This is an optimization exercise on Yosys and OpenROAD, whose aim is small area, a short achievable clock period and few clock cycles, not a production implementation.
Only simulation tests tie the RTL to the original design; equivalence was not proved.

==> flow/design.v, too long to show whole: its modules and the start of the top module <==
// module qadd: 44 lines
// module mfa: 4 lines
// module mha: 4 lines
// module mbsel: 3 lines
// module mxor: 3 lines
// module sqcs: 388 lines
// module mulcs: 1531 lines
// module xnew: 197 lines
// module ynew: 54 lines
// module escape: 150 lines
// module escape_time_mdbrot: 218 lines
module escape_time_mdbrot(input logic clk, input logic rst, input logic start,
                          input logic [12:0] max_iter, input logic [31:0] xmin, input logic [31:0] xmax, input logic [31:0] ymin, input logic [31:0] ymax, input logic [31:0] Xscale, input logic [31:0] Yscale,
                          output logic [7:0] vga_x, output logic [6:0] vga_y, output logic [2:0] vga_colour, output logic vga_plot,
                          output logic ready);
  // ...
==> flow/flow/run.sh <==
#!/bin/bash
# The standard layout, with the port buffers that buffer_ports inserts made
# plain buf_2 cells instead of the library's default pick (a delay buffer).
set -euo pipefail
export BUFFER_PORTS_ARGS="-buffer_cell sky130_fd_sc_hd__buf_2"
bash standard.sh > standard.log 2>&1
==> flow/standard.sh <==
#!/bin/bash
# synth_recipe.tcl (not shown) runs the flow's synth.tcl, then flattens the netlist and writes it again
# the make line also repeats each setting of config.mk as NAME=value (left out here)
make -C /OpenROAD-flow-scripts/flow DESIGN_CONFIG=/design/flow/config.mk WORK_HOME=/design/flow/orfs CLKGATE_MAP_FILE= SYNTH_SCRIPT=/design/flow/synth_recipe.tcl "${@:-finish}"
==> flow/config.mk <==
export PLATFORM = sky130hd
export DESIGN_NAME = escape_time_mdbrot
export DESIGN_NICKNAME = escape_time_mdbrot
export VERILOG_FILES = /design/flow/design.v
export SDC_FILE = /design/flow/constraint.sdc
export NUM_CORES = 4
export LEC_CHECK = 0
export CAP_MARGIN = 20
export CORE_MARGIN = 2
export CORE_UTILIZATION = 65
export CTS_CLUSTER_DIAMETER = 100
export CTS_CLUSTER_SIZE = 22
export PLACE_DENSITY = 0.75
export SLEW_MARGIN = 20
export SYNTH_HIERARCHICAL = 1
==> flow/constraint.sdc <==
create_clock -name core_clock -period 20.0 [get_ports {clk}]
set_input_delay 4.0000 -clock core_clock [delete_from_list [all_inputs] [get_ports {clk}]]
set_output_delay 4.0000 -clock core_clock [all_outputs]
set_load 0.01 [all_outputs]
==> metrics.cfg, run 1 <==
[clocking]
insertion_delay_ns=0.63
path_clk_slew_ns=0.09

[layout]
seq_share_pct=24.8
final-clk-cell-share_pct=2.12
num_antenna_cells=4
stdcell_count=5666

[logic_synthesis]
synth_top_area_share_pct=27.2
synth_top_family_by_area=adder cells
synth.distinct_cells=111
synthFlopType=dfxtp_1
netlist_instances=4701
synth_top_cells_by_count=fa_1, dfxtp_1, and2_1
ys_warn_count=7
muxShareOfSynthArea_pct=3.54
ys_seq_elements=626
synth.most_common_cell=fa_1

[run_status]
outcome=no timing/DRC/antenna violations

[drt]
drt_iter0_drc=2956
remaining_drc_errors=0

[place]
routabilityCongestion=0.927
post_dp_cell_area_um2=52300

[grt]
grt_pass1_wl_um=210000
gr-total-overflow=0
use_met1_pct=46.2
antenna_found_initial=9

[worst_setup_path]
crit_family=adder cells
startpoint_type=register

[timing]
worst_slack_ns=14.68
setup_violations=0

[hold_path]
hold_path_depth=0

[die]
chipHeight_um=286
io_pins=228
die_x_um=286

Testbench counts, summed over its fixed seeds: cycles 2,373,874.
==> module sqcs, before the edit <==
module sqcs(input [21:0] x, output [23:0] ha, output [23:0] hb, output c);
wire sq_s0, sq_c0;
mha u_sq_1(.a((x[0] & x[17])), .b((x[1] & x[16])), .s(sq_s0), .co(sq_c0));
wire sq_s1, sq_c1;
mha u_sq_2(.a((x[0] & x[18])), .b((x[1] & x[17])), .s(sq_s1), .co(sq_c1));
wire sq_s2, sq_c2;
mfa u_sq_3(.a((x[0] & x[19])), .b((x[1] & x[18])), .c((x[2] & x[17])), .s(sq_s2), .co(sq_c2));
wire sq_s3, sq_c3;
mha u_sq_4(.a((x[3] & x[16])), .b((x[4] & x[15])), .s(sq_s3), .co(sq_c3));
wire sq_s4, sq_c4;
mfa u_sq_5(.a((x[0] & x[20])), .b((x[1] & x[19])), .c((x[2] & x[18])), .s(sq_s4), .co(sq_c4));
wire sq_s5, sq_c5;
mha u_sq_6(.a((x[3] & x[17])), .b((x[4] & x[16])), .s(sq_s5), .co(sq_c5));
wire sq_s6, sq_c6;
mfa u_sq_7(.a(~(x[0] & x[21])), .b((x[1] & x[20])), .c((x[2] & x[19])), .s(sq_s6), .co(sq_c6));
wire sq_s7, sq_c7;
mfa u_sq_8(.a((x[3] & x[18])), .b((x[4] & x[17])), .c((x[5] & x[16])), .s(sq_s7), .co(sq_c7));
wire sq_s8, sq_c8;
mha u_sq_9(.a((x[6] & x[15])), .b((x[7] & x[14])), .s(sq_s8), .co(sq_c8));
wire sq_s9, sq_c9;
mfa u_sq_10(.a(~(x[1] & x[21])), .b((x[2] & x[20])), .c((x[3] & x[19])), .s(sq_s9), .co(sq_c9));
wire sq_s10, sq_c10;
mfa u_sq_11(.a((x[4] & x[18])), .b((x[5] & x[17])), .c((x[6] & x[16])), .s(sq_s10), .co(sq_c10));
wire sq_s11, sq_c11;
mfa u_sq_12(.a(~(x[2] & x[21])), .b((x[3] & x[20])), .c((x[4] & x[19])), .s(sq_s11), .co(sq_c11));
wire sq_s12, sq_c12;
mfa u_sq_13(.a((x[5] & x[18])), .b((x[6] & x[17])), .c((x[7] & x[16])), .s(sq_s12), .co(sq_c12));
wire sq_s13, sq_c13;
mfa u_sq_14(.a(~(x[3] & x[21])), .b((x[4] & x[20])), .c((x[5] & x[19])), .s(sq_s13), .co(sq_c13));
wire sq_s14, sq_c14;
mfa u_sq_15(.a(~(x[4] & x[21])), .b((x[5] & x[20])), .c((x[6] & x[19])), .s(sq_s14), .co(sq_c14));
wire sq_s15, sq_c15;
mha u_sq_16(.a((x[0] & x[11])), .b((x[1] & x[10])), .s(sq_s15), .co(sq_c15));
wire sq_s16, sq_c16;
mha u_sq_17(.a((x[0] & x[12])), .b((x[1] & x[11])), .s(sq_s16), .co(sq_c16));
wire sq_s17, sq_c17;
mfa u_sq_18(.a((x[0] & x[13])), .b((x[1] & x[12])), .c((x[2] & x[11])), .s(sq_s17), .co(sq_c17));
wire sq_s18, sq_c18;
mha u_sq_19(.a((x[3] & x[10])), .b((x[4] & x[9])), .s(sq_s18), .co(sq_c18));
wire sq_s19, sq_c19;
mfa u_sq_20(.a((x[0] & x[14])), .b((x[1] & x[13])), .c((x[2] & x[12])), .s(sq_s19), .co(sq_c19));
wire sq_s20, sq_c20;
mha u_sq_21(.a((x[3] & x[11])), .b((x[4] & x[10])), .s(sq_s20), .co(sq_c20));
wire sq_s21, sq_c21;
mfa u_sq_22(.a((x[0] & x[15])), .b((x[1] & x[14])), .c((x[2] & x[13])), .s(sq_s21), .co(sq_c21));
wire sq_s22, sq_c22;
mfa u_sq_23(.a((x[3] & x[12])), .b((x[4] & x[11])), .c((x[5] & x[10])), .s(sq_s22), .co(sq_c22));
wire sq_s23, sq_c23;
mha u_sq_24(.a((x[6] & x[9])), .b((x[7] & x[8])), .s(sq_s23), .co(sq_c23));
wire sq_s24, sq_c24;
mfa u_sq_25(.a((x[0] & x[16])), .b((x[1] & x[15])), .c((x[2] & x[14])), .s(sq_s24), .co(sq_c24));
wire sq_s25, sq_c25;
mfa u_sq_26(.a((x[3] & x[13])), .b((x[4] & x[12])), .c((x[5] & x[11])), .s(sq_s25), .co(sq_c25));
wire sq_s26, sq_c26;
mha u_sq_27(.a((x[6] & x[10])), .b((x[7] & x[9])), .s(sq_s26), .co(sq_c26));
wire sq_s27, sq_c27;
mfa u_sq_28(.a(sq_s0), .b((x[2] & x[15])), .c((x[3] & x[14])), .s(sq_s27), .co(sq_c27));
wire sq_s28, sq_c28;
mfa u_sq_29(.a((x[4] & x[13])), .b((x[5] & x[12])), .c((x[6] & x[11])), .s(sq_s28), .co(sq_c28));
wire sq_s29, sq_c29;
mfa u_sq_30(.a((x[7] & x[10])), .b((x[8] & x[9])), .c(x[9]), .s(sq_s29), .co(sq_c29));
wire sq_s30, sq_c30;
mfa u_sq_31(.a(sq_s1), .b((x[2] & x[16])), .c((x[3] & x[15])), .s(sq_s30), .co(sq_c30));
wire sq_s31, sq_c31;
mfa u_sq_32(.a((x[4] & x[14])), .b((x[5] & x[13])), .c((x[6] & x[12])), .s(sq_s31), .co(sq_c31));
wire sq_s32, sq_c32;
mfa u_sq_33(.a((x[7] & x[11])), .b((x[8] & x[10])), .c(sq_c0), .s(sq_s32), .co(sq_c32));
wire sq_s33, sq_c33;
mfa u_sq_34(.a(sq_s2), .b(sq_s3), .c((x[5] & x[14])), .s(sq_s33), .co(sq_c33));
wire sq_s34, sq_c34;
mfa u_sq_35(.a((x[6] & x[13])), .b((x[7] & x[12])), .c((x[8] & x[11])), .s(sq_s34), .co(sq_c34));
wire sq_s35, sq_c35;
mfa u_sq_36(.a((x[9] & x[10])), .b(x[10]), .c(sq_c1), .s(sq_s35), .co(sq_c35));
wire sq_s36, sq_c36;
mfa u_sq_37(.a(sq_s4), .b(sq_s5), .c((x[5] & x[15])), .s(sq_s36), .co(sq_c36));
wire sq_s37, sq_c37;
mfa u_sq_38(.a((x[6] & x[14])), .b((x[7] & x[13])), .c((x[8] & x[12])), .s(sq_s37), .co(sq_c37));
wire sq_s38, sq_c38;
mfa u_sq_39(.a((x[9] & x[11])), .b(sq_c2), .c(sq_c3), .s(sq_s38), .co(sq_c38));
wire sq_s39, sq_c39;
mfa u_sq_40(.a(sq_s6), .b(sq_s7), .c(sq_s8), .s(sq_s39), .co(sq_c39));
wire sq_s40, sq_c40;
mfa u_sq_41(.a((x[8] & x[13])), .b((x[9] & x[12])), .c((x[10] & x[11])), .s(sq_s40), .co(sq_c40));
wire sq_s41, sq_c41;
mfa u_sq_42(.a(x[11]), .b(sq_c4), .c(sq_c5), .s(sq_s41), .co(sq_c41));
wire sq_s42, sq_c42;
mfa u_sq_43(.a(sq_s9), .b(sq_s10), .c((x[7] & x[15])), .s(sq_s42), .co(sq_c42));
wire sq_s43, sq_c43;
mfa u_sq_44(.a((x[8] & x[14])), .b((x[9] & x[13])), .c((x[10] & x[12])), .s(sq_s43), .co(sq_c43));
wire sq_s44, sq_c44;
mfa u_sq_45(.a(sq_c6), .b(sq_c7), .c(sq_c8), .s(sq_s44), .co(sq_c44));
wire sq_s45, sq_c45;
mfa u_sq_46(.a(sq_s11), .b(sq_s12), .c((x[8] & x[15])), .s(sq_s45), .co(sq_c45));
wire sq_s46, sq_c46;
mfa u_sq_47(.a((x[9] & x[14])), .b((x[10] & x[13])), .c((x[11] & x[12])), .s(sq_s46), .co(sq_c46));
wire sq_s47, sq_c47;
mfa u_sq_48(.a(x[12]), .b(sq_c9), .c(sq_c10), .s(sq_s47), .co(sq_c47));
wire sq_s48, sq_c48;
mfa u_sq_49(.a(sq_s13), .b((x[6] & x[18])), .c((x[7] & x[17])), .s(sq_s48), .co(sq_c48));
wire sq_s49, sq_c49;
mfa u_sq_50(.a((x[8] & x[16])), .b((x[9] & x[15])), .c((x[10] & x[14])), .s(sq_s49), .co(sq_c49));
wire sq_s50, sq_c50;
mfa u_sq_51(.a((x[11] & x[13])), .b(sq_c11), .c(sq_c12), .s(sq_s50), .co(sq_c50));
wire sq_s51, sq_c51;
mfa u_sq_52(.a(sq_s14), .b((x[7] & x[18])), .c((x[8] & x[17])), .s(sq_s51), .co(sq_c51));
wire sq_s52, sq_c52;
mfa u_sq_53(.a((x[9] & x[16])), .b((x[10] & x[15])), .c((x[11] & x[14])), .s(sq_s52), .co(sq_c52));
wire sq_s53, sq_c53;
mfa u_sq_54(.a((x[12] & x[13])), .b(x[13]), .c(sq_c13), .s(sq_s53), .co(sq_c53));
wire sq_s54, sq_c54;
mfa u_sq_55(.a(~(x[5] & x[21])), .b((x[6] & x[20])), .c((x[7] & x[19])), .s(sq_s54), .co(sq_c54));
wire sq_s55, sq_c55;
mfa u_sq_56(.a((x[8] & x[18])), .b((x[9] & x[17])), .c((x[10] & x[16])), .s(sq_s55), .co(sq_c55));
wire sq_s56, sq_c56;
mfa u_sq_57(.a((x[11] & x[15])), .b((x[12] & x[14])), .c(sq_c14), .s(sq_s56), .co(sq_c56));
wire sq_s57, sq_c57;
mfa u_sq_58(.a(~(x[6] & x[21])), .b((x[7] & x[20])), .c((x[8] & x[19])), .s(sq_s57), .co(sq_c57));
wire sq_s58, sq_c58;
mfa u_sq_59(.a((x[9] & x[18])), .b((x[10] & x[17])), .c((x[11] & x[16])), .s(sq_s58), .co(sq_c58));
wire sq_s59, sq_c59;
mfa u_sq_60(.a((x[12] & x[15])), .b((x[13] & x[14])), .c(x[14]), .s(sq_s59), .co(sq_c59));
wire sq_s60, sq_c60;
mfa u_sq_61(.a(~(x[7] & x[21])), .b((x[8] & x[20])), .c((x[9] & x[19])), .s(sq_s60), .co(sq_c60));
wire sq_s61, sq_c61;
mfa u_sq_62(.a((x[10] & x[18])), .b((x[11] & x[17])), .c((x[12] & x[16])), .s(sq_s61), .co(sq_c61));
wire sq_s62, sq_c62;
mfa u_sq_63(.a(~(x[8] & x[21])), .b((x[9] & x[20])), .c((x[10] & x[19])), .s(sq_s62), .co(sq_c62));
wire sq_s63, sq_c63;
mfa u_sq_64(.a((x[11] & x[18])), .b((x[12] & x[17])), .c((x[13] & x[16])), .s(sq_s63), .co(sq_c63));
wire sq_s64, sq_c64;
mfa u_sq_65(.a(~(x[9] & x[21])), .b((x[10] & x[20])), .c((x[11] & x[19])), .s(sq_s64), .co(sq_c64));
wire sq_s65, sq_c65;
mfa u_sq_66(.a(~(x[10] & x[21])), .b((x[11] & x[20])), .c((x[12] & x[19])), .s(sq_s65), .co(sq_c65));
wire sq_s66, sq_c66;
mha u_sq_67(.a((x[0] & x[7])), .b((x[1] & x[6])), .s(sq_s66), .co(sq_c66));
wire sq_s67, sq_c67;
mha u_sq_68(.a((x[0] & x[8])), .b((x[1] & x[7])), .s(sq_s67), .co(sq_c67));
wire sq_s68, sq_c68;
mfa u_sq_69(.a((x[0] & x[9])), .b((x[1] & x[8])), .c((x[2] & x[7])), .s(sq_s68), .co(sq_c68));
wire sq_s69, sq_c69;
mha u_sq_70(.a((x[3] & x[6])), .b((x[4] & x[5])), .s(sq_s69), .co(sq_c69));
wire sq_s70, sq_c70;
mfa u_sq_71(.a((x[0] & x[10])), .b((x[1] & x[9])), .c((x[2] & x[8])), .s(sq_s70), .co(sq_c70));
wire sq_s71, sq_c71;
mha u_sq_72(.a((x[3] & x[7])), .b((x[4] & x[6])), .s(sq_s71), .co(sq_c71));
wire sq_s72, sq_c72;
mfa u_sq_73(.a(sq_s15), .b((x[2] & x[9])), .c((x[3] & x[8])), .s(sq_s72), .co(sq_c72));
wire sq_s73, sq_c73;
mfa u_sq_74(.a((x[4] & x[7])), .b((x[5] & x[6])), .c(x[6]), .s(sq_s73), .co(sq_c73));
wire sq_s74, sq_c74;
mfa u_sq_75(.a(sq_s16), .b((x[2] & x[10])), .c((x[3] & x[9])), .s(sq_s74), .co(sq_c74));
wire sq_s75, sq_c75;
mfa u_sq_76(.a((x[4] & x[8])), .b((x[5] & x[7])), .c(sq_c15), .s(sq_s75), .co(sq_c75));
wire sq_s76, sq_c76;
mfa u_sq_77(.a(sq_s17), .b(sq_s18), .c((x[5] & x[8])), .s(sq_s76), .co(sq_c76));
wire sq_s77, sq_c77;
mfa u_sq_78(.a((x[6] & x[7])), .b(x[7]), .c(sq_c16), .s(sq_s77), .co(sq_c77));
wire sq_s78, sq_c78;
mfa u_sq_79(.a(sq_s19), .b(sq_s20), .c((x[5] & x[9])), .s(sq_s78), .co(sq_c78));
wire sq_s79, sq_c79;
mfa u_sq_80(.a((x[6] & x[8])), .b(sq_c17), .c(sq_c18), .s(sq_s79), .co(sq_c79));
wire sq_s80, sq_c80;
mfa u_sq_81(.a(sq_s21), .b(sq_s22), .c(sq_s23), .s(sq_s80), .co(sq_c80));
wire sq_s81, sq_c81;
mfa u_sq_82(.a(x[8]), .b(sq_c19), .c(sq_c20), .s(sq_s81), .co(sq_c81));
wire sq_s82, sq_c82;
mfa u_sq_83(.a(sq_s24), .b(sq_s25), .c(sq_s26), .s(sq_s82), .co(sq_c82));
wire sq_s83, sq_c83;
mfa u_sq_84(.a(sq_c21), .b(sq_c22), .c(sq_c23), .s(sq_s83), .co(sq_c83));
wire sq_s84, sq_c84;
mfa u_sq_85(.a(sq_s27), .b(sq_s28), .c(sq_s29), .s(sq_s84), .co(sq_c84));
wire sq_s85, sq_c85;
mfa u_sq_86(.a(sq_c24), .b(sq_c25), .c(sq_c26), .s(sq_s85), .co(sq_c85));
wire sq_s86, sq_c86;
mfa u_sq_87(.a(sq_s30), .b(sq_s31), .c(sq_s32), .s(sq_s86), .co(sq_c86));
wire sq_s87, sq_c87;
mfa u_sq_88(.a(sq_c27), .b(sq_c28), .c(sq_c29), .s(sq_s87), .co(sq_c87));
wire sq_s88, sq_c88;
mfa u_sq_89(.a(sq_s33), .b(sq_s34), .c(sq_s35), .s(sq_s88), .co(sq_c88));
wire sq_s89, sq_c89;
mfa u_sq_90(.a(sq_c30), .b(sq_c31), .c(sq_c32), .s(sq_s89), .co(sq_c89));
wire sq_s90, sq_c90;
mfa u_sq_91(.a(sq_s36), .b(sq_s37), .c(sq_s38), .s(sq_s90), .co(sq_c90));
wire sq_s91, sq_c91;
mfa u_sq_92(.a(sq_c33), .b(sq_c34), .c(sq_c35), .s(sq_s91), .co(sq_c91));
wire sq_s92, sq_c92;
mfa u_sq_93(.a(sq_s39), .b(sq_s40), .c(sq_s41), .s(sq_s92), .co(sq_c92));
wire sq_s93, sq_c93;
mfa u_sq_94(.a(sq_c36), .b(sq_c37), .c(sq_c38), .s(sq_s93), .co(sq_c93));
wire sq_s94, sq_c94;
mfa u_sq_95(.a(sq_s42), .b(sq_s43), .c(sq_s44), .s(sq_s94), .co(sq_c94));
wire sq_s95, sq_c95;
mfa u_sq_96(.a(sq_c39), .b(sq_c40), .c(sq_c41), .s(sq_s95), .co(sq_c95));
wire sq_s96, sq_c96;
mfa u_sq_97(.a(sq_s45), .b(sq_s46), .c(sq_s47), .s(sq_s96), .co(sq_c96));
wire sq_s97, sq_c97;
mfa u_sq_98(.a(sq_c42), .b(sq_c43), .c(sq_c44), .s(sq_s97), .co(sq_c97));
wire sq_s98, sq_c98;
mfa u_sq_99(.a(sq_s48), .b(sq_s49), .c(sq_s50), .s(sq_s98), .co(sq_c98));
wire sq_s99, sq_c99;
mfa u_sq_100(.a(sq_c45), .b(sq_c46), .c(sq_c47), .s(sq_s99), .co(sq_c99));
wire sq_s100, sq_c100;
mfa u_sq_101(.a(sq_s51), .b(sq_s52), .c(sq_s53), .s(sq_s100), .co(sq_c100));
wire sq_s101, sq_c101;
mfa u_sq_102(.a(sq_c48), .b(sq_c49), .c(sq_c50), .s(sq_s101), .co(sq_c101));
wire sq_s102, sq_c102;
mfa u_sq_103(.a(sq_s54), .b(sq_s55), .c(sq_s56), .s(sq_s102), .co(sq_c102));
wire sq_s103, sq_c103;
mfa u_sq_104(.a(sq_c51), .b(sq_c52), .c(sq_c53), .s(sq_s103), .co(sq_c103));
wire sq_s104, sq_c104;
mfa u_sq_105(.a(sq_s57), .b(sq_s58), .c(sq_s59), .s(sq_s104), .co(sq_c104));
wire sq_s105, sq_c105;
mfa u_sq_106(.a(sq_c54), .b(sq_c55), .c(sq_c56), .s(sq_s105), .co(sq_c105));
wire sq_s106, sq_c106;
mfa u_sq_107(.a(sq_s60), .b(sq_s61), .c((x[13] & x[15])), .s(sq_s106), .co(sq_c106));
wire sq_s107, sq_c107;
mfa u_sq_108(.a(sq_c57), .b(sq_c58), .c(sq_c59), .s(sq_s107), .co(sq_c107));
wire sq_s108, sq_c108;
mfa u_sq_109(.a(sq_s62), .b(sq_s63), .c((x[14] & x[15])), .s(sq_s108), .co(sq_c108));
wire sq_s109, sq_c109;
mfa u_sq_110(.a(x[15]), .b(sq_c60), .c(sq_c61), .s(sq_s109), .co(sq_c109));
wire sq_s110, sq_c110;
mfa u_sq_111(.a(sq_s64), .b((x[12] & x[18])), .c((x[13] & x[17])), .s(sq_s110), .co(sq_c110));
wire sq_s111, sq_c111;
mfa u_sq_112(.a((x[14] & x[16])), .b(sq_c62), .c(sq_c63), .s(sq_s111), .co(sq_c111));
wire sq_s112, sq_c112;
mfa u_sq_113(.a(sq_s65), .b((x[13] & x[18])), .c((x[14] & x[17])), .s(sq_s112), .co(sq_c112));
wire sq_s113, sq_c113;
mfa u_sq_114(.a((x[15] & x[16])), .b(x[16]), .c(sq_c64), .s(sq_s113), .co(sq_c113));
wire sq_s114, sq_c114;
mfa u_sq_115(.a(~(x[11] & x[21])), .b((x[12] & x[20])), .c((x[13] & x[19])), .s(sq_s114), .co(sq_c114));
wire sq_s115, sq_c115;
mfa u_sq_116(.a((x[14] & x[18])), .b((x[15] & x[17])), .c(sq_c65), .s(sq_s115), .co(sq_c115));
wire sq_s116, sq_c116;
mfa u_sq_117(.a(~(x[12] & x[21])), .b((x[13] & x[20])), .c((x[14] & x[19])), .s(sq_s116), .co(sq_c116));
wire sq_s117, sq_c117;
mfa u_sq_118(.a((x[15] & x[18])), .b((x[16] & x[17])), .c(x[17]), .s(sq_s117), .co(sq_c117));
wire sq_s118, sq_c118;
mfa u_sq_119(.a(~(x[13] & x[21])), .b((x[14] & x[20])), .c((x[15] & x[19])), .s(sq_s118), .co(sq_c118));
wire sq_s119, sq_c119;
mfa u_sq_120(.a(~(x[14] & x[21])), .b((x[15] & x[20])), .c((x[16] & x[19])), .s(sq_s119), .co(sq_c119));
wire sq_s120, sq_c120;
mha u_sq_121(.a((x[0] & x[5])), .b((x[1] & x[4])), .s(sq_s120), .co(sq_c120));
wire sq_s121, sq_c121;
mha u_sq_122(.a((x[0] & x[6])), .b((x[1] & x[5])), .s(sq_s121), .co(sq_c121));
wire sq_s122, sq_c122;
mfa u_sq_123(.a(sq_s66), .b((x[2] & x[5])), .c((x[3] & x[4])), .s(sq_s122), .co(sq_c122));
wire sq_s123, sq_c123;
mfa u_sq_124(.a(sq_s67), .b((x[2] & x[6])), .c((x[3] & x[5])), .s(sq_s123), .co(sq_c123));
wire sq_s124, sq_c124;
mfa u_sq_125(.a(sq_s68), .b(sq_s69), .c(x[5]), .s(sq_s124), .co(sq_c124));
wire sq_s125, sq_c125;
mfa u_sq_126(.a(sq_s70), .b(sq_s71), .c(sq_c68), .s(sq_s125), .co(sq_c125));
wire sq_s126, sq_c126;
mfa u_sq_127(.a(sq_s72), .b(sq_s73), .c(sq_c70), .s(sq_s126), .co(sq_c126));
wire sq_s127, sq_c127;
mfa u_sq_128(.a(sq_s74), .b(sq_s75), .c(sq_c72), .s(sq_s127), .co(sq_c127));
wire sq_s128, sq_c128;
mfa u_sq_129(.a(sq_s76), .b(sq_s77), .c(sq_c74), .s(sq_s128), .co(sq_c128));
wire sq_s129, sq_c129;
mfa u_sq_130(.a(sq_s78), .b(sq_s79), .c(sq_c76), .s(sq_s129), .co(sq_c129));
wire sq_s130, sq_c130;
mfa u_sq_131(.a(sq_s80), .b(sq_s81), .c(sq_c78), .s(sq_s130), .co(sq_c130));
wire sq_s131, sq_c131;
mfa u_sq_132(.a(sq_s82), .b(sq_s83), .c(sq_c80), .s(sq_s131), .co(sq_c131));
wire sq_s132, sq_c132;
mfa u_sq_133(.a(sq_s84), .b(sq_s85), .c(sq_c82), .s(sq_s132), .co(sq_c132));
wire sq_s133, sq_c133;
mfa u_sq_134(.a(sq_s86), .b(sq_s87), .c(sq_c84), .s(sq_s133), .co(sq_c133));
wire sq_s134, sq_c134;
mfa u_sq_135(.a(sq_s88), .b(sq_s89), .c(sq_c86), .s(sq_s134), .co(sq_c134));
wire sq_s135, sq_c135;
mfa u_sq_136(.a(sq_s90), .b(sq_s91), .c(sq_c88), .s(sq_s135), .co(sq_c135));
wire sq_s136, sq_c136;
mfa u_sq_137(.a(sq_s92), .b(sq_s93), .c(sq_c90), .s(sq_s136), .co(sq_c136));
wire sq_s137, sq_c137;
mfa u_sq_138(.a(sq_s94), .b(sq_s95), .c(sq_c92), .s(sq_s137), .co(sq_c137));
wire sq_s138, sq_c138;
mfa u_sq_139(.a(sq_s96), .b(sq_s97), .c(sq_c94), .s(sq_s138), .co(sq_c138));
wire sq_s139, sq_c139;
mfa u_sq_140(.a(sq_s98), .b(sq_s99), .c(sq_c96), .s(sq_s139), .co(sq_c139));
wire sq_s140, sq_c140;
mfa u_sq_141(.a(sq_s100), .b(sq_s101), .c(sq_c98), .s(sq_s140), .co(sq_c140));
wire sq_s141, sq_c141;
mfa u_sq_142(.a(sq_s102), .b(sq_s103), .c(sq_c100), .s(sq_s141), .co(sq_c141));
wire sq_s142, sq_c142;
mfa u_sq_143(.a(sq_s104), .b(sq_s105), .c(sq_c102), .s(sq_s142), .co(sq_c142));
wire sq_s143, sq_c143;
mfa u_sq_144(.a(sq_s106), .b(sq_s107), .c(sq_c104), .s(sq_s143), .co(sq_c143));
wire sq_s144, sq_c144;
mfa u_sq_145(.a(sq_s108), .b(sq_s109), .c(sq_c106), .s(sq_s144), .co(sq_c144));
wire sq_s145, sq_c145;
mfa u_sq_146(.a(sq_s110), .b(sq_s111), .c(sq_c108), .s(sq_s145), .co(sq_c145));
wire sq_s146, sq_c146;
mfa u_sq_147(.a(sq_s112), .b(sq_s113), .c(sq_c110), .s(sq_s146), .co(sq_c146));
wire sq_s147, sq_c147;
mfa u_sq_148(.a(sq_s114), .b(sq_s115), .c(sq_c112), .s(sq_s147), .co(sq_c147));
wire sq_s148, sq_c148;
mfa u_sq_149(.a(sq_s116), .b(sq_s117), .c(sq_c114), .s(sq_s148), .co(sq_c148));
wire sq_s149, sq_c149;
mfa u_sq_150(.a(sq_s118), .b((x[16] & x[18])), .c(sq_c116), .s(sq_s149), .co(sq_c149));
wire sq_s150, sq_c150;
mfa u_sq_151(.a(sq_s119), .b((x[17] & x[18])), .c(x[18]), .s(sq_s150), .co(sq_c150));
wire sq_s151, sq_c151;
mfa u_sq_152(.a(~(x[15] & x[21])), .b((x[16] & x[20])), .c((x[17] & x[19])), .s(sq_s151), .co(sq_c151));
wire sq_s152, sq_c152;
mfa u_sq_153(.a(~(x[16] & x[21])), .b((x[17] & x[20])), .c((x[18] & x[19])), .s(sq_s152), .co(sq_c152));
wire sq_s153, sq_c153;
mha u_sq_154(.a((x[0] & x[3])), .b((x[1] & x[2])), .s(sq_s153), .co(sq_c153));
wire sq_s154, sq_c154;
mha u_sq_155(.a((x[0] & x[4])), .b((x[1] & x[3])), .s(sq_s154), .co(sq_c154));
wire sq_s155, sq_c155;
mfa u_sq_156(.a(sq_s120), .b((x[2] & x[3])), .c(x[3]), .s(sq_s155), .co(sq_c155));
wire sq_s156, sq_c156;
mfa u_sq_157(.a(sq_s121), .b((x[2] & x[4])), .c(sq_c120), .s(sq_s156), .co(sq_c156));
wire sq_s157, sq_c157;
mfa u_sq_158(.a(sq_s122), .b(x[4]), .c(sq_c121), .s(sq_s157), .co(sq_c157));
wire sq_s158, sq_c158;
mfa u_sq_159(.a(sq_s123), .b(sq_c66), .c(sq_c122), .s(sq_s158), .co(sq_c158));
wire sq_s159, sq_c159;
mfa u_sq_160(.a(sq_s124), .b(sq_c67), .c(sq_c123), .s(sq_s159), .co(sq_c159));
wire sq_s160, sq_c160;
mfa u_sq_161(.a(sq_s125), .b(sq_c69), .c(sq_c124), .s(sq_s160), .co(sq_c160));
wire sq_s161, sq_c161;
mfa u_sq_162(.a(sq_s126), .b(sq_c71), .c(sq_c125), .s(sq_s161), .co(sq_c161));
wire sq_s162, sq_c162;
mfa u_sq_163(.a(sq_s127), .b(sq_c73), .c(sq_c126), .s(sq_s162), .co(sq_c162));
wire sq_s163, sq_c163;
mfa u_sq_164(.a(sq_s128), .b(sq_c75), .c(sq_c127), .s(sq_s163), .co(sq_c163));
wire sq_s164, sq_c164;
mfa u_sq_165(.a(sq_s129), .b(sq_c77), .c(sq_c128), .s(sq_s164), .co(sq_c164));
wire sq_s165, sq_c165;
mfa u_sq_166(.a(sq_s130), .b(sq_c79), .c(sq_c129), .s(sq_s165), .co(sq_c165));
wire sq_s166, sq_c166;
mfa u_sq_167(.a(sq_s131), .b(sq_c81), .c(sq_c130), .s(sq_s166), .co(sq_c166));
wire sq_s167, sq_c167;
mfa u_sq_168(.a(sq_s132), .b(sq_c83), .c(sq_c131), .s(sq_s167), .co(sq_c167));
wire sq_s168, sq_c168;
mfa u_sq_169(.a(sq_s133), .b(sq_c85), .c(sq_c132), .s(sq_s168), .co(sq_c168));
wire sq_s169, sq_c169;
mfa u_sq_170(.a(sq_s134), .b(sq_c87), .c(sq_c133), .s(sq_s169), .co(sq_c169));
wire sq_s170, sq_c170;
mfa u_sq_171(.a(sq_s135), .b(sq_c89), .c(sq_c134), .s(sq_s170), .co(sq_c170));
wire sq_s171, sq_c171;
mfa u_sq_172(.a(sq_s136), .b(sq_c91), .c(sq_c135), .s(sq_s171), .co(sq_c171));
wire sq_s172, sq_c172;
mfa u_sq_173(.a(sq_s137), .b(sq_c93), .c(sq_c136), .s(sq_s172), .co(sq_c172));
wire sq_s173, sq_c173;
mfa u_sq_174(.a(sq_s138), .b(sq_c95), .c(sq_c137), .s(sq_s173), .co(sq_c173));
wire sq_s174, sq_c174;
mfa u_sq_175(.a(sq_s139), .b(sq_c97), .c(sq_c138), .s(sq_s174), .co(sq_c174));
wire sq_s175, sq_c175;
mfa u_sq_176(.a(sq_s140), .b(sq_c99), .c(sq_c139), .s(sq_s175), .co(sq_c175));
wire sq_s176, sq_c176;
mfa u_sq_177(.a(sq_s141), .b(sq_c101), .c(sq_c140), .s(sq_s176), .co(sq_c176));
wire sq_s177, sq_c177;
mfa u_sq_178(.a(sq_s142), .b(sq_c103), .c(sq_c141), .s(sq_s177), .co(sq_c177));
wire sq_s178, sq_c178;
mfa u_sq_179(.a(sq_s143), .b(sq_c105), .c(sq_c142), .s(sq_s178), .co(sq_c178));
wire sq_s179, sq_c179;
mfa u_sq_180(.a(sq_s144), .b(sq_c107), .c(sq_c143), .s(sq_s179), .co(sq_c179));
wire sq_s180, sq_c180;
mfa u_sq_181(.a(sq_s145), .b(sq_c109), .c(sq_c144), .s(sq_s180), .co(sq_c180));
wire sq_s181, sq_c181;
mfa u_sq_182(.a(sq_s146), .b(sq_c111), .c(sq_c145), .s(sq_s181), .co(sq_c181));
wire sq_s182, sq_c182;
mfa u_sq_183(.a(sq_s147), .b(sq_c113), .c(sq_c146), .s(sq_s182), .co(sq_c182));
wire sq_s183, sq_c183;
mfa u_sq_184(.a(sq_s148), .b(sq_c115), .c(sq_c147), .s(sq_s183), .co(sq_c183));
wire sq_s184, sq_c184;
mfa u_sq_185(.a(sq_s149), .b(sq_c117), .c(sq_c148), .s(sq_s184), .co(sq_c184));
wire sq_s185, sq_c185;
mfa u_sq_186(.a(sq_s150), .b(sq_c118), .c(sq_c149), .s(sq_s185), .co(sq_c185));
wire sq_s186, sq_c186;
mfa u_sq_187(.a(sq_s151), .b(sq_c119), .c(sq_c150), .s(sq_s186), .co(sq_c186));
wire sq_s187, sq_c187;
mfa u_sq_188(.a(sq_s152), .b(x[19]), .c(sq_c151), .s(sq_s187), .co(sq_c187));
wire sq_s188, sq_c188;
mfa u_sq_189(.a(~(x[17] & x[21])), .b((x[18] & x[20])), .c(sq_c152), .s(sq_s188), .co(sq_c188));
wire sq_s189, sq_c189;
mfa u_sq_190(.a(~(x[18] & x[21])), .b((x[19] & x[20])), .c(x[20]), .s(sq_s189), .co(sq_c189));
wire [19:0] lo_a = {sq_s168, sq_s167, sq_s166, sq_s165, sq_s164, sq_s163, sq_s162, sq_s161, sq_s160, sq_s159, sq_s158, sq_s157, sq_s156, sq_s155, sq_s154, sq_s153, (x[0] & x[2]), (x[0] & x[1]), 1'b0, x[0]};
wire [19:0] lo_b = {sq_c167, sq_c166, sq_c165, sq_c164, sq_c163, sq_c162, sq_c161, sq_c160, sq_c159, sq_c158, sq_c157, sq_c156, sq_c155, sq_c154, sq_c153, x[2], 1'b0, x[1], 1'b0, 1'b0};
wire [20:0] lo = {1'b0, lo_a} + {1'b0, lo_b};
assign c = lo[20];
assign ha = {1'b0, ~(x[20] & x[21]), ~(x[19] & x[21]), sq_s189, sq_s188, sq_s187, sq_s186, sq_s185, sq_s184, sq_s183, sq_s182, sq_s181, sq_s180, sq_s179, sq_s178, sq_s177, sq_s176, sq_s175, sq_s174, sq_s173, sq_s172, sq_s171, sq_s170, sq_s169};
assign hb = {1'b0, x[21], sq_c189, sq_c188, sq_c187, sq_c186, sq_c185, sq_c184, sq_c183, sq_c182, sq_c181, sq_c180, sq_c179, sq_c178, sq_c177, sq_c176, sq_c175, sq_c174, sq_c173, sq_c172, sq_c171, sq_c170, sq_c169, sq_c168};
endmodule
==> inputs of run 2 (changes only) <==
--- a/flow/design.v
+++ b/flow/design.v
@@ -77,3 +77,3 @@
 wire sq_s8, sq_c8;
-mha u_sq_9(.a((x[6] & x[15])), .b((x[7] & x[14])), .s(sq_s8), .co(sq_c8));
+mfa u_sq_9(.a((x[6] & x[15])), .b((x[7] & x[14])), .c((x[8] & x[13])), .s(sq_s8), .co(sq_c8));
 wire sq_s9, sq_c9;
@@ -141,5 +141,5 @@
 wire sq_s40, sq_c40;
-mfa u_sq_41(.a((x[8] & x[13])), .b((x[9] & x[12])), .c((x[10] & x[11])), .s(sq_s40), .co(sq_c40));
+mfa u_sq_41(.a((x[9] & x[12])), .b((x[10] & x[11])), .c(x[11]), .s(sq_s40), .co(sq_c40));
 wire sq_s41, sq_c41;
-mfa u_sq_42(.a(x[11]), .b(sq_c4), .c(sq_c5), .s(sq_s41), .co(sq_c41));
+mfa u_sq_42(.a(1'b1), .b(sq_c4), .c(sq_c5), .s(sq_s41), .co(sq_c41));
 wire sq_s42, sq_c42;
@@ -447,3 +447,3 @@
 endmodule
-module mulcs(input [21:0] x, input [21:0] y, input [10:0] one, input [10:0] two, input neg, output [23:0] ha, output [23:0] hb, output [19:0] la, output [19:0] lb);
+module mulcs(input [21:0] x, input [21:0] y, input [10:0] one, input [10:0] two, input neg, output [23:0] ha, output [23:0] hb, output c);
 wire bo0 = one[0];
@@ -1890,3 +1890,3 @@
 wire mul_s198, mul_c198;
-mha u_mul_199(.a(bp0_0), .b(bn0), .s(mul_s198), .co(mul_c198));
+mfa u_mul_199(.a(bp0_0), .b(bn0), .c(neg), .s(mul_s198), .co(mul_c198));
 wire mul_s199, mul_c199;
@@ -1973,4 +1973,6 @@
 mha u_mul_240(.a(bp10_21), .b(1'b1), .s(mul_s239), .co(mul_c239));
-assign la = {mul_s217, mul_s216, mul_s215, mul_s214, mul_s213, mul_s212, mul_s211, mul_s210, mul_s209, mul_s208, mul_s207, mul_s206, mul_s205, mul_s204, mul_s203, mul_s202, mul_s201, mul_s200, mul_s199, mul_s198};
-assign lb = {mul_c216, mul_c215, mul_c214, mul_c213, mul_c212, mul_c211, mul_c210, mul_c209, mul_c208, mul_c207, mul_c206, mul_c205, mul_c204, mul_c203, mul_c202, mul_c201, mul_c200, mul_c199, mul_c198, neg};
+wire [19:0] lo_a = {mul_s217, mul_s216, mul_s215, mul_s214, mul_s213, mul_s212, mul_s211, mul_s210, mul_s209, mul_s208, mul_s207, mul_s206, mul_s205, mul_s204, mul_s203, mul_s202, mul_s201, mul_s200, mul_s199, mul_s198};
+wire [19:0] lo_b = {mul_c216, mul_c215, mul_c214, mul_c213, mul_c212, mul_c211, mul_c210, mul_c209, mul_c208, mul_c207, mul_c206, mul_c205, mul_c204, mul_c203, mul_c202, mul_c201, mul_c200, mul_c199, mul_c198, 1'b0};
+wire [20:0] lo = {1'b0, lo_a} + {1'b0, lo_b};
+assign c = lo[20];
 assign ha = {1'b1, ~bp10_22, mul_s239, mul_s238, mul_s237, mul_s236, mul_s235, mul_s234, mul_s233, mul_s232, mul_s231, mul_s230, mul_s229, mul_s228, mul_s227, mul_s226, mul_s225, mul_s224, mul_s223, mul_s222, mul_s221, mul_s220, mul_s219, mul_s218};
@@ -2124,3 +2126,3 @@
 wire xn_s72, xn_c72;
-mha u_xn_73(.a(xn_s47), .b(cx[0]), .s(xn_s72), .co(xn_c72));
+mfa u_xn_73(.a(xn_s47), .b(cx[0]), .c(yc), .s(xn_s72), .co(xn_c72));
 wire xn_s73, xn_c73;
@@ -2173,10 +2175,8 @@
 mfa u_xn_97(.a(xn_s71), .b(xn_c46), .c(xn_c70), .s(xn_s96), .co(xn_c96));
-assign q = {xn_s96, xn_s95, xn_s94, xn_s93, xn_s92, xn_s91, xn_s90, xn_s89, xn_s88, xn_s87, xn_s86, xn_s85, xn_s84, xn_s83, xn_s82, xn_s81, xn_s80, xn_s79, xn_s78, xn_s77, xn_s76, xn_s75, xn_s74, xn_s73, xn_s72} + {xn_c95, xn_c94, xn_c93, xn_c92, xn_c91, xn_c90, xn_c89, xn_c88, xn_c87, xn_c86, xn_c85, xn_c84, xn_c83, xn_c82, xn_c81, xn_c80, xn_c79, xn_c78, xn_c77, xn_c76, xn_c75, xn_c74, xn_c73, xn_c72, yc} + {24'd0, xc};
+assign q = {xn_s96, xn_s95, xn_s94, xn_s93, xn_s92, xn_s91, xn_s90, xn_s89, xn_s88, xn_s87, xn_s86, xn_s85, xn_s84, xn_s83, xn_s82, xn_s81, xn_s80, xn_s79, xn_s78, xn_s77, xn_s76, xn_s75, xn_s74, xn_s73, xn_s72} + {xn_c95, xn_c94, xn_c93, xn_c92, xn_c91, xn_c90, xn_c89, xn_c88, xn_c87, xn_c86, xn_c85, xn_c84, xn_c83, xn_c82, xn_c81, xn_c80, xn_c79, xn_c78, xn_c77, xn_c76, xn_c75, xn_c74, xn_c73, xn_c72, 1'b0} + {24'd0, xc};
 endmodule
-module ynew(input [24:0] cy, input [23:0] pa, input [23:0] pb, input [19:0] la, input [19:0] lb, output [24:0] q);
+module ynew(input [24:0] cy, input [23:0] pa, input [23:0] pb, input pc, output [24:0] q);
 wire [23:0] cyh = cy[24:1];
-wire [20:0] lo = {1'b0, la} + {1'b0, lb};
-wire pc = lo[20];
 wire yn_s0, yn_c0;
-mha u_yn_1(.a(cyh[0]), .b(pa[0]), .s(yn_s0), .co(yn_c0));
+mfa u_yn_1(.a(cyh[0]), .b(pa[0]), .c(pb[0]), .s(yn_s0), .co(yn_c0));
 wire yn_s1, yn_c1;
@@ -2227,3 +2227,3 @@
 mfa u_yn_24(.a(cyh[23]), .b(pa[23]), .c(pb[23]), .s(yn_s23), .co(yn_c23));
-assign q = {{yn_s23, yn_s22, yn_s21, yn_s20, yn_s19, yn_s18, yn_s17, yn_s16, yn_s15, yn_s14, yn_s13, yn_s12, yn_s11, yn_s10, yn_s9, yn_s8, yn_s7, yn_s6, yn_s5, yn_s4, yn_s3, yn_s2, yn_s1, yn_s0} + {yn_c22, yn_c21, yn_c20, yn_c19, yn_c18, yn_c17, yn_c16, yn_c15, yn_c14, yn_c13, yn_c12, yn_c11, yn_c10, yn_c9, yn_c8, yn_c7, yn_c6, yn_c5, yn_c4, yn_c3, yn_c2, yn_c1, yn_c0, pb[0]} + {23'd0, pc}, cy[0]};
+assign q = {{yn_s23, yn_s22, yn_s21, yn_s20, yn_s19, yn_s18, yn_s17, yn_s16, yn_s15, yn_s14, yn_s13, yn_s12, yn_s11, yn_s10, yn_s9, yn_s8, yn_s7, yn_s6, yn_s5, yn_s4, yn_s3, yn_s2, yn_s1, yn_s0} + {yn_c22, yn_c21, yn_c20, yn_c19, yn_c18, yn_c17, yn_c16, yn_c15, yn_c14, yn_c13, yn_c12, yn_c11, yn_c10, yn_c9, yn_c8, yn_c7, yn_c6, yn_c5, yn_c4, yn_c3, yn_c2, yn_c1, yn_c0, 1'b0} + {23'd0, pc}, cy[0]};
 endmodule
@@ -2231,7 +2231,7 @@
 wire es_s0, es_c0;
-mfa u_es_1(.a(xa[0]), .b(xb[0]), .c(ya[0]), .s(es_s0), .co(es_c0));
+mha u_es_1(.a(xa[0]), .b(xb[0]), .s(es_s0), .co(es_c0));
 wire es_s1, es_c1;
-mha u_es_2(.a(xa[1]), .b(xb[1]), .s(es_s1), .co(es_c1));
+mfa u_es_2(.a(xa[1]), .b(xb[1]), .c(ya[1]), .s(es_s1), .co(es_c1));
 wire es_s2, es_c2;
-mha u_es_3(.a(xa[2]), .b(xb[2]), .s(es_s2), .co(es_c2));
+mfa u_es_3(.a(xa[2]), .b(xb[2]), .c(ya[2]), .s(es_s2), .co(es_c2));
 wire es_s3, es_c3;
@@ -2239,141 +2239,91 @@
 wire es_s4, es_c4;
-mha u_es_5(.a(xa[4]), .b(xb[4]), .s(es_s4), .co(es_c4));
+mfa u_es_5(.a(xa[4]), .b(xb[4]), .c(ya[4]), .s(es_s4), .co(es_c4));
 wire es_s5, es_c5;
-mha u_es_6(.a(xa[5]), .b(xb[5]), .s(es_s5), .co(es_c5));
+mfa u_es_6(.a(xa[5]), .b(xb[5]), .c(ya[5]), .s(es_s5), .co(es_c5));
 wire es_s6, es_c6;
-mha u_es_7(.a(xa[6]), .b(xb[6]), .s(es_s6), .co(es_c6));
+mfa u_es_7(.a(xa[6]), .b(xb[6]), .c(ya[6]), .s(es_s6), .co(es_c6));
 wire es_s7, es_c7;
-mha u_es_8(.a(xa[7]), .b(xb[7]), .s(es_s7), .co(es_c7));
+mfa u_es_8(.a(xa[7]), .b(xb[7]), .c(ya[7]), .s(es_s7), .co(es_c7));
 wire es_s8, es_c8;
-mha u_es_9(.a(xa[8]), .b(xb[8]), .s(es_s8), .co(es_c8));
+mfa u_es_9(.a(xa[8]), .b(xb[8]), .c(ya[8]), .s(es_s8), .co(es_c8));
 wire es_s9, es_c9;
-mha u_es_10(.a(xa[9]), .b(xb[9]), .s(es_s9), .co(es_c9));
+mfa u_es_10(.a(xa[9]), .b(xb[9]), .c(ya[9]), .s(es_s9), .co(es_c9));
 wire es_s10, es_c10;
-mha u_es_11(.a(xa[10]), .b(xb[10]), .s(es_s10), .co(es_c10));
+mfa u_es_11(.a(xa[10]), .b(xb[10]), .c(ya[10]), .s(es_s10), .co(es_c10));
 wire es_s11, es_c11;
-mha u_es_12(.a(xa[11]), .b(xb[11]), .s(es_s11), .co(es_c11));
+mfa u_es_12(.a(xa[11]), .b(xb[11]), .c(ya[11]), .s(es_s11), .co(es_c11));
 wire es_s12, es_c12;
-mha u_es_13(.a(xa[12]), .b(xb[12]), .s(es_s12), .co(es_c12));
+mfa u_es_13(.a(xa[12]), .b(xb[12]), .c(ya[12]), .s(es_s12), .co(es_c12));
 wire es_s13, es_c13;
-mha u_es_14(.a(xa[13]), .b(xb[13]), .s(es_s13), .co(es_c13));
+mfa u_es_14(.a(xa[13]), .b(xb[13]), .c(ya[13]), .s(es_s13), .co(es_c13));
 wire es_s14, es_c14;
-mha u_es_15(.a(xa[14]), .b(xb[14]), .s(es_s14), .co(es_c14));
+mfa u_es_15(.a(xa[14]), .b(xb[14]), .c(ya[14]), .s(es_s14), .co(es_c14));
 wire es_s15, es_c15;
-mha u_es_16(.a(xa[15]), .b(xb[15]), .s(es_s15), .co(es_c15));
+mfa u_es_16(.a(xa[15]), .b(xb[15]), .c(ya[15]), .s(es_s15), .co(es_c15));
 wire es_s16, es_c16;
-mha u_es_17(.a(xa[16]), .b(xb[16]), .s(es_s16), .co(es_c16));
+mfa u_es_17(.a(xa[16]), .b(xb[16]), .c(ya[16]), .s(es_s16), .co(es_c16));
 wire es_s17, es_c17;
-mha u_es_18(.a(xa[17]), .b(xb[17]), .s(es_s17), .co(es_c17));
+mfa u_es_18(.a(xa[17]), .b(xb[17]), .c(ya[17]), .s(es_s17), .co(es_c17));
 wire es_s18, es_c18;
-mha u_es_19(.a(xa[18]), .b(xb[18]), .s(es_s18), .co(es_c18));
+mfa u_es_19(.a(xa[18]), .b(xb[18]), .c(ya[18]), .s(es_s18), .co(es_c18));
 wire es_s19, es_c19;
-mha u_es_20(.a(xa[19]), .b(xb[19]), .s(es_s19), .co(es_c19));
+mfa u_es_20(.a(xa[19]), .b(xb[19]), .c(ya[19]), .s(es_s19), .co(es_c19));
 wire es_s20, es_c20;
-mha u_es_21(.a(xa[20]), .b(xb[20]), .s(es_s20), .co(es_c20));
+mfa u_es_21(.a(xa[20]), .b(xb[20]), .c(ya[20]), .s(es_s20), .co(es_c20));
 wire es_s21, es_c21;
-mha u_es_22(.a(xa[21]), .b(xb[21]), .s(es_s21), .co(es_c21));
+mfa u_es_22(.a(xa[21]), .b(xb[21]), .c(ya[21]), .s(es_s21), .co(es_c21));
 wire es_s22, es_c22;
-mha u_es_23(.a(xa[22]), .b(xb[22]), .s(es_s22), .co(es_c22));
+mfa u_es_23(.a(xa[22]), .b(xb[22]), .c(ya[22]), .s(es_s22), .co(es_c22));
 wire es_s23, es_c23;
-mha u_es_24(.a(xa[23]), .b(xb[23]), .s(es_s23), .co(es_c23));
+mfa u_es_24(.a(xa[23]), .b(xb[23]), .c(ya[23]), .s(es_s23), .co(es_c23));
 wire es_s24, es_c24;
-mha u_es_25(.a(es_s0), .b(yb[0]), .s(es_s24), .co(es_c24));
+mfa u_es_25(.a(es_s0), .b(ya[0]), .c(yb[0]), .s(es_s24), .co(es_c24));
 wire es_s25, es_c25;
-mfa u_es_26(.a(es_s1), .b(ya[1]), .c(yb[1]), .s(es_s25), .co(es_c25));
+mfa u_es_26(.a(es_s1), .b(yb[1]), .c(es_c0), .s(es_s25), .co(es_c25));
 wire es_s26, es_c26;
-mfa u_es_27(.a(es_s2), .b(ya[2]), .c(yb[2]), .s(es_s26), .co(es_c26));
+mfa u_es_27(.a(es_s2), .b(yb[2]), .c(es_c1), .s(es_s26), .co(es_c26));
 wire es_s27, es_c27;
-mfa u_es_28(.a(es_s3), .b(yb[3]), .c(1'b1), .s(es_s27), .co(es_c27));
+mfa u_es_28(.a(es_s3), .b(yb[3]), .c(es_c2), .s(es_s27), .co(es_c27));
 wire es_s28, es_c28;
-mfa u_es_29(.a(es_s4), .b(ya[4]), .c(yb[4]), .s(es_s28), .co(es_c28));
+mfa u_es_29(.a(es_s4), .b(yb[4]), .c(es_c3), .s(es_s28), .co(es_c28));
 wire es_s29, es_c29;
-mfa u_es_30(.a(es_s5), .b(ya[5]), .c(yb[5]), .s(es_s29), .co(es_c29));
+mfa u_es_30(.a(es_s5), .b(yb[5]), .c(es_c4), .s(es_s29), .co(es_c29));
 wire es_s30, es_c30;
-mfa u_es_31(.a(es_s6), .b(ya[6]), .c(yb[6]), .s(es_s30), .co(es_c30));
+mfa u_es_31(.a(es_s6), .b(yb[6]), .c(es_c5), .s(es_s30), .co(es_c30));
 wire es_s31, es_c31;
-mfa u_es_32(.a(es_s7), .b(ya[7]), .c(yb[7]), .s(es_s31), .co(es_c31));
+mfa u_es_32(.a(es_s7), .b(yb[7]), .c(es_c6), .s(es_s31), .co(es_c31));
 wire es_s32, es_c32;
-mfa u_es_33(.a(es_s8), .b(ya[8]), .c(yb[8]), .s(es_s32), .co(es_c32));
+mfa u_es_33(.a(es_s8), .b(yb[8]), .c(es_c7), .s(es_s32), .co(es_c32));
 wire es_s33, es_c33;
-mfa u_es_34(.a(es_s9), .b(ya[9]), .c(yb[9]), .s(es_s33), .co(es_c33));
+mfa u_es_34(.a(es_s9), .b(yb[9]), .c(es_c8), .s(es_s33), .co(es_c33));
 wire es_s34, es_c34;
-mfa u_es_35(.a(es_s10), .b(ya[10]), .c(yb[10]), .s(es_s34), .co(es_c34));
+mfa u_es_35(.a(es_s10), .b(yb[10]), .c(es_c9), .s(es_s34), .co(es_c34));
 wire es_s35, es_c35;
-mfa u_es_36(.a(es_s11), .b(ya[11]), .c(yb[11]), .s(es_s35), .co(es_c35));
+mfa u_es_36(.a(es_s11), .b(yb[11]), .c(es_c10), .s(es_s35), .co(es_c35));
 wire es_s36, es_c36;
-mfa u_es_37(.a(es_s12), .b(ya[12]), .c(yb[12]), .s(es_s36), .co(es_c36));
+mfa u_es_37(.a(es_s12), .b(yb[12]), .c(es_c11), .s(es_s36), .co(es_c36));
 wire es_s37, es_c37;
-mfa u_es_38(.a(es_s13), .b(ya[13]), .c(yb[13]), .s(es_s37), .co(es_c37));
+mfa u_es_38(.a(es_s13), .b(yb[13]), .c(es_c12), .s(es_s37), .co(es_c37));
 wire es_s38, es_c38;
-mfa u_es_39(.a(es_s14), .b(ya[14]), .c(yb[14]), .s(es_s38), .co(es_c38));
+mfa u_es_39(.a(es_s14), .b(yb[14]), .c(es_c13), .s(es_s38), .co(es_c38));
 wire es_s39, es_c39;
-mfa u_es_40(.a(es_s15), .b(ya[15]), .c(yb[15]), .s(es_s39), .co(es_c39));
+mfa u_es_40(.a(es_s15), .b(yb[15]), .c(es_c14), .s(es_s39), .co(es_c39));
 wire es_s40, es_c40;
-mfa u_es_41(.a(es_s16), .b(ya[16]), .c(yb[16]), .s(es_s40), .co(es_c40));
+mfa u_es_41(.a(es_s16), .b(yb[16]), .c(es_c15), .s(es_s40), .co(es_c40));
 wire es_s41, es_c41;
-mfa u_es_42(.a(es_s17), .b(ya[17]), .c(yb[17]), .s(es_s41), .co(es_c41));
+mfa u_es_42(.a(es_s17), .b(yb[17]), .c(es_c16), .s(es_s41), .co(es_c41));
 wire es_s42, es_c42;
-mfa u_es_43(.a(es_s18), .b(ya[18]), .c(yb[18]), .s(es_s42), .co(es_c42));
+mfa u_es_43(.a(es_s18), .b(yb[18]), .c(es_c17), .s(es_s42), .co(es_c42));
 wire es_s43, es_c43;
-mfa u_es_44(.a(es_s19), .b(ya[19]), .c(yb[19]), .s(es_s43), .co(es_c43));
+mfa u_es_44(.a(es_s19), .b(yb[19]), .c(es_c18), .s(es_s43), .co(es_c43));
 wire es_s44, es_c44;
-mfa u_es_45(.a(es_s20), .b(ya[20]), .c(yb[20]), .s(es_s44), .co(es_c44));
+mfa u_es_45(.a(es_s20), .b(yb[20]), .c(es_c19), .s(es_s44), .co(es_c44));
 wire es_s45, es_c45;
-mfa u_es_46(.a(es_s21), .b(ya[21]), .c(yb[21]), .s(es_s45), .co(es_c45));
+mfa u_es_46(.a(es_s21), .b(yb[21]), .c(es_c20), .s(es_s45), .co(es_c45));
 wire es_s46, es_c46;
-mfa u_es_47(.a(es_s22), .b(ya[22]), .c(yb[22]), .s(es_s46), .co(es_c46));
+mfa u_es_47(.a(es_s22), .b(yb[22]), .c(es_c21), .s(es_s46), .co(es_c46));
 wire es_s47, es_c47;
-mfa u_es_48(.a(es_s23), .b(ya[23]), .c(yb[23]), .s(es_s47), .co(es_c47));
-wire es_s48, es_c48;
-mha u_es_49(.a(es_s24), .b(xc), .s(es_s48), .co(es_c48));
-wire es_s49, es_c49;
-mfa u_es_50(.a(es_s25), .b(es_c0), .c(es_c24), .s(es_s49), .co(es_c49));
-wire es_s50, es_c50;
-mfa u_es_51(.a(es_s26), .b(es_c1), .c(es_c25), .s(es_s50), .co(es_c50));
-wire es_s51, es_c51;
-mfa u_es_52(.a(es_s27), .b(es_c2), .c(es_c26), .s(es_s51), .co(es_c51));
-wire es_s52, es_c52;
-mfa u_es_53(.a(es_s28), .b(es_c3), .c(es_c27), .s(es_s52), .co(es_c52));
-wire es_s53, es_c53;
-mfa u_es_54(.a(es_s29), .b(es_c4), .c(es_c28), .s(es_s53), .co(es_c53));
-wire es_s54, es_c54;
-mfa u_es_55(.a(es_s30), .b(es_c5), .c(es_c29), .s(es_s54), .co(es_c54));
-wire es_s55, es_c55;
-mfa u_es_56(.a(es_s31), .b(es_c6), .c(es_c30), .s(es_s55), .co(es_c55));
-wire es_s56, es_c56;
-mfa u_es_57(.a(es_s32), .b(es_c7), .c(es_c31), .s(es_s56), .co(es_c56));
-wire es_s57, es_c57;
-mfa u_es_58(.a(es_s33), .b(es_c8), .c(es_c32), .s(es_s57), .co(es_c57));
-wire es_s58, es_c58;
-mfa u_es_59(.a(es_s34), .b(es_c9), .c(es_c33), .s(es_s58), .co(es_c58));
-wire es_s59, es_c59;
-mfa u_es_60(.a(es_s35), .b(es_c10), .c(es_c34), .s(es_s59), .co(es_c59));
-wire es_s60, es_c60;
-mfa u_es_61(.a(es_s36), .b(es_c11), .c(es_c35), .s(es_s60), .co(es_c60));
-wire es_s61, es_c61;
-mfa u_es_62(.a(es_s37), .b(es_c12), .c(es_c36), .s(es_s61), .co(es_c61));
-wire es_s62, es_c62;
-mfa u_es_63(.a(es_s38), .b(es_c13), .c(es_c37), .s(es_s62), .co(es_c62));
-wire es_s63, es_c63;
-mfa u_es_64(.a(es_s39), .b(es_c14), .c(es_c38), .s(es_s63), .co(es_c63));
-wire es_s64, es_c64;
-mfa u_es_65(.a(es_s40), .b(es_c15), .c(es_c39), .s(es_s64), .co(es_c64));
-wire es_s65, es_c65;
-mfa u_es_66(.a(es_s41), .b(es_c16), .c(es_c40), .s(es_s65), .co(es_c65));
-wire es_s66, es_c66;
-mfa u_es_67(.a(es_s42), .b(es_c17), .c(es_c41), .s(es_s66), .co(es_c66));
-wire es_s67, es_c67;
-mfa u_es_68(.a(es_s43), .b(es_c18), .c(es_c42), .s(es_s67), .co(es_c67));
-wire es_s68, es_c68;
-mfa u_es_69(.a(es_s44), .b(es_c19), .c(es_c43), .s(es_s68), .co(es_c68));
-wire es_s69, es_c69;
-mfa u_es_70(.a(es_s45), .b(es_c20), .c(es_c44), .s(es_s69), .co(es_c69));
-wire es_s70, es_c70;
-mfa u_es_71(.a(es_s46), .b(es_c21), .c(es_c45), .s(es_s70), .co(es_c70));
-wire es_s71, es_c71;
-mfa u_es_72(.a(es_s47), .b(es_c22), .c(es_c46), .s(es_s71), .co(es_c71));
-wire es_s72, es_c72;
-mfa u_es_73(.a(1'b1), .b(es_c23), .c(es_c47), .s(es_s72), .co(es_c72));
-wire [24:0] sum = {es_s72, es_s71, es_s70, es_s69, es_s68, es_s67, es_s66, es_s65, es_s64, es_s63, es_s62, es_s61, es_s60, es_s59, es_s58, es_s57, es_s56, es_s55, es_s54, es_s53, es_s52, es_s51, es_s50, es_s49, es_s48} + {es_c71, es_c70, es_c69, es_c68, es_c67, es_c66, es_c65, es_c64, es_c63, es_c62, es_c61, es_c60, es_c59, es_c58, es_c57, es_c56, es_c55, es_c54, es_c53, es_c52, es_c51, es_c50, es_c49, es_c48, yc};
-assign esc = |sum[24:22];
+mfa u_es_48(.a(es_s23), .b(yb[23]), .c(es_c22), .s(es_s47), .co(es_c47));
+wire [23:0] sum = {es_s47, es_s46, es_s45, es_s44, es_s43, es_s42, es_s41, es_s40, es_s39, es_s38, es_s37, es_s36, es_s35, es_s34, es_s33, es_s32, es_s31, es_s30, es_s29, es_s28, es_s27, es_s26, es_s25, es_s24} + {es_c46, es_c45, es_c44, es_c43, es_c42, es_c41, es_c40, es_c39, es_c38, es_c37, es_c36, es_c35, es_c34, es_c33, es_c32, es_c31, es_c30, es_c29, es_c28, es_c27, es_c26, es_c25, es_c24, yc} + {23'd0, xc};
+assign esc = sum[23] | sum[22];
 endmodule
@@ -2399,2 +2349,3 @@
 logic        v1, fresh1, fin1, last1, neg1;
+logic        esc1;                 
 logic [21:0] x1, y1;
@@ -2407,2 +2358,3 @@
 logic        v2, fin2, last2, per2;
+logic        escd2;                
 logic [21:0] xs2, ys2;
@@ -2411,3 +2363,3 @@
 logic [23:0] xya2, xyb2;                
-logic [19:0] xyla2, xylb2;              
+logic        xyc2;
 logic [12:0] rem2;
@@ -2439,6 +2391,6 @@
 logic [23:0] xya, xyb;
-logic [19:0] xyla, xylb;
+logic        xyc;
 sqcs  sq_x   (.x(x1), .ha(xxa), .hb(xxb), .c(xxc));
 sqcs  sq_y   (.x(y1), .ha(yya), .hb(yyb), .c(yyc));
-mulcs mul_xy (.x(x1), .y(y1), .one(one1), .two(two1), .neg(neg1), .ha(xya), .hb(xyb), .la(xyla), .lb(xylb));
+mulcs mul_xy (.x(x1), .y(y1), .one(one1), .two(two1), .neg(neg1), .ha(xya), .hb(xyb), .c(xyc));
 logic match, save;
@@ -2458,6 +2410,6 @@
      xyb2  <= xyb;
-     xyla2 <= xyla;
-     xylb2 <= xylb;
+     xyc2  <= xyc;
      if (fresh1) begin
           fin2  <= mi0 | mi1 | big25(gcx) | big25(gcy);
+          escd2 <= 1'b0;
           last2 <= mi2;
@@ -2469,3 +2421,4 @@
      end else begin
-          fin2  <= fin1;
+          fin2  <= fin1 | esc1;
+          escd2 <= esc1;
           last2 <= last1;
@@ -2482,3 +2435,3 @@
 xnew   xn_a  (.xa(xxa2), .xb(xxb2), .xc(xxc2), .ya(yya2), .yb(yyb2), .yc(yyc2), .cx(cx2), .q(xn));
-ynew   yn_a  (.cy(cy2), .pa(xya2), .pb(xyb2), .la(xyla2), .lb(xylb2), .q(yn));
+ynew   yn_a  (.cy(cy2), .pa(xya2), .pb(xyb2), .pc(xyc2), .q(yn));
 assign stop = v2 & (fin2 | last2 | per2);
@@ -2487,3 +2440,3 @@
 logic [2:0] col;
-assign col = mi_r[2:0] - rem2[2:0];
+assign col = mi_r[2:0] - rem2[2:0] - {2'b00, escd2};
 logic [21:0] x1d, y1d;
@@ -2501,4 +2454,5 @@
      end
-     rem1       <= esc ? rem2 : rem2 - 13'd1;
-     fin1       <= esc | big25(xn) | big25(yn);
+     rem1       <= rem2 - 13'd1;
+     esc1       <= esc;
+     fin1       <= big25(xn) | big25(yn);
      last1      <= (rem2 == 13'd2);
@@ -2510,3 +2464,3 @@
      py1        <= py2;
-     vga_colour <= ((fin2 | esc) & rem2 != 13'd0) ? col : 3'd0;
+     vga_colour <= (escd2 | (fin2 & rem2 != 13'd0) | (~fin2 & esc)) ? col : 3'd0;
 end
--- a/flow/config.mk
+++ b/flow/config.mk
@@ -10,4 +10,2 @@
 export CORE_UTILIZATION = 65
-export CTS_CLUSTER_DIAMETER = 100
-export CTS_CLUSTER_SIZE = 22
 export PLACE_DENSITY = 0.75
==> run 2 against run 1 <==
Still clean. Via count increased by 0.36%. Final area increased by 0.26%. Wire length fell by 0.62%. Flip-flop and latch count down 37. Critical path type unchanged. Critical endpoint is now neg1. Largest cell class unchanged. Highest routed layer unchanged.
==> metrics.cfg, run 2 <==
[worst_setup_path]
cp-startpoint=init
arrival_ns=6.18
critical_path_required_ns=20.50
endpoint_kind=register
startpoint_type=register
cp_max_fo=54
r2r_start=init

[clocking]
cts_tree=built
root_buffer=clkbuf_16
cts.sinks=589
cts-resized-gates=0
hold_buffers=0
postCtsSetupRepairBufs=0
insertion_delay_ns=0.63  ; about the same
path_clk_slew_ns=0.06  ; -0.03 ns
h-tree-depth=3
numCtsBuffers=67

[logic_synthesis]
synth.most_common_cell=fa_1
synth_top_cells_by_count=fa_1, dfxtp_1, and2_1
netlist_instances=4642  ; -1.3%
async_flop_share_pct=0
ys_warn_count=7  ; unchanged
synth-edff-count=66
synth-seq-area-share_pct=24.6
synthFlopType=dfxtp_1
synth_top_area_share_pct=27.9  ; +0.74 points
ys_seq_elements=589  ; -5.9%
yosys.area.top_type=fa_1
synth.distinct_cells=108  ; -2.7%

[grt]
first_global_vias=36500
gr-total-overflow=0  ; unchanged
grt_pass1_wl_um=207000  ; -1.5%
grt_max_degree=68
antenna_found_initial=3  ; -6

[die]
die_x_um=283  ; -1.2%
initial_core_util_pct=65.4
io_pins=228  ; unchanged
fp.coreArea_um2=77200
die-area_um2=80000
chipHeight_um=283  ; -1.2%

[layout]
nets=5788
drive_gt1_share_pct=11.1
final_util_pct=69.4
layout_commonest_cell=fa_1
layout_common_cells=fa_1, dfxtp_1, and2_1

[timing]
max_freq_ghz=0.176
tns_ns=0
finalCriticalPeriod_ns=5.68
whs_ns=0.325
setup_violations=0  ; unchanged
worst_slack_ns=14.32  ; -0.359 ns
drv_slew=0
post-route-period-util_pct=28.4

[drt]
drt_iter0_drc=2863  ; -3.1%
remaining_drc_errors=0  ; unchanged
wire_per_inst_um=23.1
drtPass1Iterations=5
via_per_inst=6.21
postRouteAntennaNets=0

[hold_path]
min_path_type=reg2reg

[place]
routabilityCongestion=0.929  ; +0.13%

[run_status]
outcome=no timing/DRC/antenna violations

run 2: cell types whose count changed in the layout (fill, tap and decap cells not counted), sizes merged, moves of 24 or more:
cell and delta:
dfxtp -37, a21oi +45, xnor2 -24, a21o -28
ha -26, clkbuf +37, nand2 +25
run 2: cell families after synthesis:
logic type	share of synthesized area, %
XOR/XNOR	8.18
adder cells (fa/ha/maj)	34.6
other	0.0446
AND/OR/NAND/NOR	12.4
flip-flops	24.6
buffers and inverters	4.43
multiplexers	3.52
AO/OA/AOI/OAI	12.1
run 2: area by class of cell:
cell class                      instances  area, µm²
Multi-Input combinational cell       3642      36000
Fill cell                            5754      23600
Sequential cell                       589      12500
Clock buffer                           87       1920
Tap cell                             1040       1300
Timing Repair Buffer                  195       1170
Inverter                              110        413
Clock inverter                         34        340
Antenna cell                            1       2.50
run 2: worst paths after layout:
kind / end / slack, ns / cells past startpoint
worst max register to register: neg1 / 14.32 / 13
worst min register to register: xs1[5] / 0.32 / 0
worst min-delay path: xs1[5] / 0.32 / 0
worst max-delay path: neg1 / 14.32 / 13
run 2: per-module statistics from Yosys (local to each module, per instance):
module,copies in the design,cells,cell area (µm²)
sqcs,2,358,2250
mulcs,1,105,777
xnew,1,231,1530
mxor,253,1,8.76
escape_time_mdbrot,1,2033,22300
mbsel,253,1,8.76
mha,92,1,12.5
escape,1,90,667
mfa,697,1,20.0
ynew,1,172,1230
run 2: routing by layer:
| layer | track usage (%) | routed length, µm | vias up |
|---|---|---|---|
| met1 | 46.4 | 55800 | 17800 |
| met4 | 12.3 | 4710 | 4 |
| li1 | - | - | 15700 |
| met5 | 1.10 | 132 | - |
| met2 | 52.1 | 58700 | 1613 |
| met3 | 7.57 | 12400 | 285 |
run 2: worst max-delay path: stages, from the launching register on:
cell	delay, ns
dfxtp_4	0.78
buf_4	0.66
nor2b_1	0.36
a21o_1	0.54
xor2_1	0.29
ha_1	0.41
a21oi_1	0.42
o21ai_1	0.20
a311oi_1	0.62
nand2_1	0.15
a31oi_1	0.28
o2111ai_1	0.16
nand3_1	0.30
xor2_1	0.33
run 2: through the flow:
step	instances	area (µm²)
after floorplan	4666	50600
after global placement	5575	51300
after detailed placement	5576	51300
after CTS	5697	53600
after global routing	5698	53600
final	5698	53600
Testbench counts of run 2, summed over its fixed seeds: cycles 2,373,874.

-- what the ideal ports hide --
The results above use ideal ports. As a check the final layouts listed here were re-extracted and re-timed, cells and wires unchanged. Step 1 assumes that a clkbuf_16 drives the clock port and a buf_2 every other input. Step 2, shift: input delay + t, output delay - t, t = (earliest + latest rising clock arrival at the registers) / 2. This alone moves slack from input paths to output paths. a / b / c = no drivers / after step 1 / after step 2; a / b = the first two.
| run | t, ns | slack for setup (ns) | worst hold slack (ns) | clock arrival spread, ns | slew at the worst register clock pin (ns) |
|---|---|---|---|---|---|
| run 1 | 0.671 | 14.681 / 14.681 / 14.681 | 0.313 / 0.313 / 0.313 | 0.050 / 0.051 | 0.10 / 0.10 |
| run 2 | 0.670 | 14.322 / 14.322 / 14.322 | 0.325 / 0.325 / 0.325 | 0.036 / 0.036 | 0.08 / 0.08 |
After both steps setup and hold are still met in every run listed.
